What follows belongs to an exercise in optimizing a design on an open flow for small area and a short achievable clock period; a production flow would make more cautious choices. The RTL was checked by simulation tests, not by an equivalence proof against the original design.

## run.sh

```bash
#!/bin/bash
# synth_recipe.tcl (not shown) runs the flow's synth.tcl, then flattens the netlist and writes it again
# the make line also repeats each setting of config.mk as NAME=value (left out here)
make -C /OpenROAD-flow-scripts/flow DESIGN_CONFIG=/design/flow/config.mk WORK_HOME=/design/flow/orfs CLKGATE_MAP_FILE= SYNTH_SCRIPT=/design/flow/synth_recipe.tcl finish
```

## config.mk

```make
export PLATFORM = sky130hd
export DESIGN_NAME = prng
export DESIGN_NICKNAME = prng
export VERILOG_FILES = /design/flow/design.v
export SDC_FILE = /design/flow/constraint.sdc
export NUM_CORES = 4
export LEC_CHECK = 0
export CAP_MARGIN = 20
export CORE_MARGIN = 2
export CORE_UTILIZATION = 40
export SLEW_MARGIN = 20
```

## constraint.sdc

```tcl
create_clock -name core_clock -period 7.0 [get_ports {clk}]
set_input_delay 1.4000 -clock core_clock [delete_from_list [all_inputs] [get_ports {clk}]]
set_output_delay 1.4000 -clock core_clock [all_outputs]
set_load 0.01 [all_outputs]
```

## design.v

```verilog
module prng (
    input logic [31:0] seed,
    output logic [31:0] rand_num,
    input logic clk,
    input logic rst
);
    logic [31:0] state;
    parameter int unsigned A = 1103515245;
    parameter int unsigned C = 12345;
    parameter int unsigned M = 2 ** 31;
    always_ff @(posedge clk) begin
        if (rst) begin
            state <= seed;
        end else begin
            state <= (A * state + C) % M;
        end
        rand_num <= state;
    end
endmodule
```

==> impl_metrics.toml <==
[clocking]
cts.clk_slew.worst_paths_ns = 0.06
root_buffer = "clkbuf_16"
numCtsBuffers = 9
clockBufferDepth = 2
insertion_delay_ns = 0.35
htree_levels = 3
tritoncts = "yes"
holdBufCountCts = 0
cts.sink_count = 64

[synthesis]
syn_avg_cell_area_um2 = 9.69
synth-seq-cells = 64
synth_ff_type = "dfxtp_1"
synth_compound_area_share_pct = 5.82
synth_xor_xnor_area_share_pct = 4.84
yosysWarnings = 1
yosys-mux-area-fraction_pct = 0.582
syn-num-nets = 1472
synth_top_family_by_area = "adder cells"
synthSimpleGateAreaFrac_pct = 3.92
synth_cell_types = 50
yosysTopAreaCellShare_pct = 34.5
synth_area_leaders = "fa_1, ha_1, inv_1"
syn_inst = 1065
syn_area_um2 = 10300
synthArstFlopShare_pct = 0
synth_edf_count = 0
yosys.area_share.adder_pct = 58.2
ys_seq_area_share_pct = 12.4
yosysTopAreaCell = "fa_1"

[sta]
fin_ws_ns = 0.235
clock_skew_ns = 0.0112
finalMaxSlewViolations = 0
tightestPinTransition_ns = 0.754
fin_crit_sh_pct = 96.6
hold_violations = 0
relSlewSlack_pct = 49.2
fin_crit_ns = 6.77
setup_viol = 0
fmax_ghz = 0.148

[setup_path]
r2r-end = "state[29]"
cp_slowest_stage_delay_ns = 0.54
path_max_fanout = 7
cpMostUsedCell = "fa_1"
endpoint = "state[29]"
crit_slowest_cell = "fa_1"
r2r-start = "state[6]"
critical_path_required_ns = 7.23
crit_type = "reg2reg"
crit_path_start_kind = "register"
critPathArrivalTime_ns = 7.00
reg2reg_depth = 24
cp-end-kind = "register"
r2r_slack_ns = 0.23
crit_chain = "ha_1 -> xor2_1 -> ha_1 -> a21oi_1 -> fa_1 -> fa_1 -> inv_1 -> fa_1 -> inv_1 -> fa_1 -> inv_1 -> fa_1 -> inv_1 -> fa_1 -> inv_1 -> ha_1 -> nand4_1 -> nor2_1 -> nand3_1 -> a211o_1 -> a211oi_2 -> o31ai_2 -> xnor2_1 -> mux2_4"
critPathLaunch = "state[6]"

[status]
status = "complete, no violations"

[drt]
drt-vias-per-instance = 4.64
final_antenna_net_count = 0
wl_um = 26400
drt_iter0_drc = 416
drc = 0
dr.pass1.iters = 4
vias = 6930
drt-wirelength-per-cell_um = 17.7

[finish]
fin_nets = 1564
final_common_cell = "inv_1"
mostFrequentLayoutCells = "inv_1, ha_1, fa_1"
layout-drive-gt1-share_pct = 4.82
n_antenna_cell = 0
syn_to_final_growth_pct = 14.9

[floorplan]
io_pins = 66
initial_core_util_pct = 40.9
row_count = 58
core_um2 = 25300
die-area_um2 = 27100
dieWidth_um = 165
dieHeight_um = 165

[grt]
grt_max_degree = 33
overflow = 0
grt_use_total_pct = 21.4
grt_pass1_vias = 7645
grt_pass1_wl_um = 42200
antenna_found_initial = 0

[placement]
pre_cts_ws_ns = 0.191
io_buffers = 65
gp_congestion = 0.961
hpwl_um = 23800

[flow_run]
maxCapViolCount = 0

[hold_path]
hold_path_class = "reg2reg"
-- per-stage QoR --
stage          area (um2)  hold WS, ns  util, %  std cells  TNS [ns]
2_1_floorplan       10300        0.310        -       1065         0
3_3_place_gp        11500        0.312     45.6       1476         0
3_5_place_dp        11500        0.319     45.6       1476         0
4_1_cts             11900        0.333     46.9       1492         0
5_1_grt             11900        0.342     47.0       1492  -0.00213
6_report            11900        0.332     47.0       1492         0
-- worst max-delay path: cells and delay by family (launching register included) --
| family | cells | cell delay, ns |
|---|---|---|
| buf+inv | 5 | 0.27 |
| mux | 1 | 0.25 |
| flops | 1 | 0.48 |
| xor+xnor | 2 | 0.32 |
| fa+ha+maj | 9 | 3.80 |
| simple gates | 3 | 0.50 |
| compound gates | 4 | 1.01 |
-- state kept, by name, indices dropped and copies added (netlist names) --
name / flops
rand_num: 32
state: 32
-- final cells by class --
| type | count | area (um2) |
|---|---|---|
| well taps | 330 | 413 |
| inverters | 386 | 1450 |
| clock buffers | 14 | 274 |
| clock inverters | 2 | 60.1 |
| flip-flops and latches | 64 | 1280 |
| fillers | 2449 | 13400 |
| repair buffers | 87 | 811 |
| multi-input cells | 609 | 7570 |
-- how the worst min path moves through the flow --
| stage | startpoint | end | slack (ns) | depth (start not counted) |
|---|---|---|---|---|
| after detailed placement | state[31] | rand_num[31] | 0.32 | 0 |
| after global routing | state[31] | rand_num[31] | 0.34 | 0 |
| final | state[31] | rand_num[31] | 0.33 | 0 |
| after floorplan | state[31] | rand_num[31] | 0.31 | 0 |
| after global placement | state[31] | rand_num[31] | 0.31 | 0 |
| after CTS | state[31] | rand_num[31] | 0.33 | 0 |
-- per-layer routing --
layer  global-route usage [%]  share of wire (%)
met2                     33.8                 46
met1                     29.6                 46
met5                        0                  0
met4                     7.55                3.3
met3                     3.82                5.2
-- kinds of logic after synthesis --
logic type | count (synthesis)
adder cells (fa/ha/maj) | 373
multiplexers | 5
AND/OR/NAND/NOR | 84
AO/OA/AOI/OAI | 90
flip-flops | 64
buffers and inverters | 392
XOR/XNOR | 57
-- what timing repair did --
action / in CTS / in global routing
buffers inserted: 0 / 0
gates resized for setup: 0 / 1
endpoints found under the setup margin: 0 / 2
-- synthesized netlist by cell type, types with 2 or more instances --
| library cell | instances |
|---|---|
| nand2b_1 | 5 |
| and3_1 | 2 |
| o21bai_1 | 2 |
| xnor2_1 | 39 |
| nor3_1 | 2 |
| o211ai_2 | 2 |
| and2_1 | 5 |
| clkbuf_1 | 6 |
| a211oi_1 | 4 |
| a21o_1 | 7 |
| mux2_2 | 4 |
| or3_1 | 2 |
| nor2_1 | 14 |
| ha_1 | 195 |
| xor2_1 | 18 |
| a21oi_2 | 2 |
| fa_1 | 178 |
| o21ai_0 | 34 |
| o21ai_1 | 2 |
| nand4_1 | 3 |
| o21a_1 | 3 |
| inv_1 | 386 |
| nand2_1 | 38 |
| nor3b_1 | 2 |
| nor4b_1 | 2 |
| a211o_1 | 2 |
| a31oi_1 | 2 |
| a21oi_1 | 16 |
| nand3_1 | 3 |
| a21boi_0 | 2 |
| dfxtp_1 | 64 |

[re-timing with driven ports]
Ports are ideal in the flow. The routed layout listed here was re-timed in OpenROAD.
Step 1 sets driving cells, clkbuf_16 on the clock port and buf_2 on the other inputs (assumed; they add their load-dependent delay and slew).
Step 2 adds t to the input delays and takes it off the output delays; t is the mean of the earliest and latest rising clock arrival at the registers after step 1. Input paths then give back, and output paths get back, about the clock's delay inside the block.
a / b / c = ideal / step 1 / step 2; a / b = the first two.
t (ns): 0.386
slack for setup (ns): 0.235 / 0.235 / 0.235
worst setup path at the end: register to register
latest minus earliest clock arrival (ns): 0.011 / 0.012
worst data-port slew with drivers (ns): 0.04
After both steps this run still meets setup and hold. For this run, drivers alone change the setup slack by 0.000 ns; drivers and shift together by 0.000 ns.
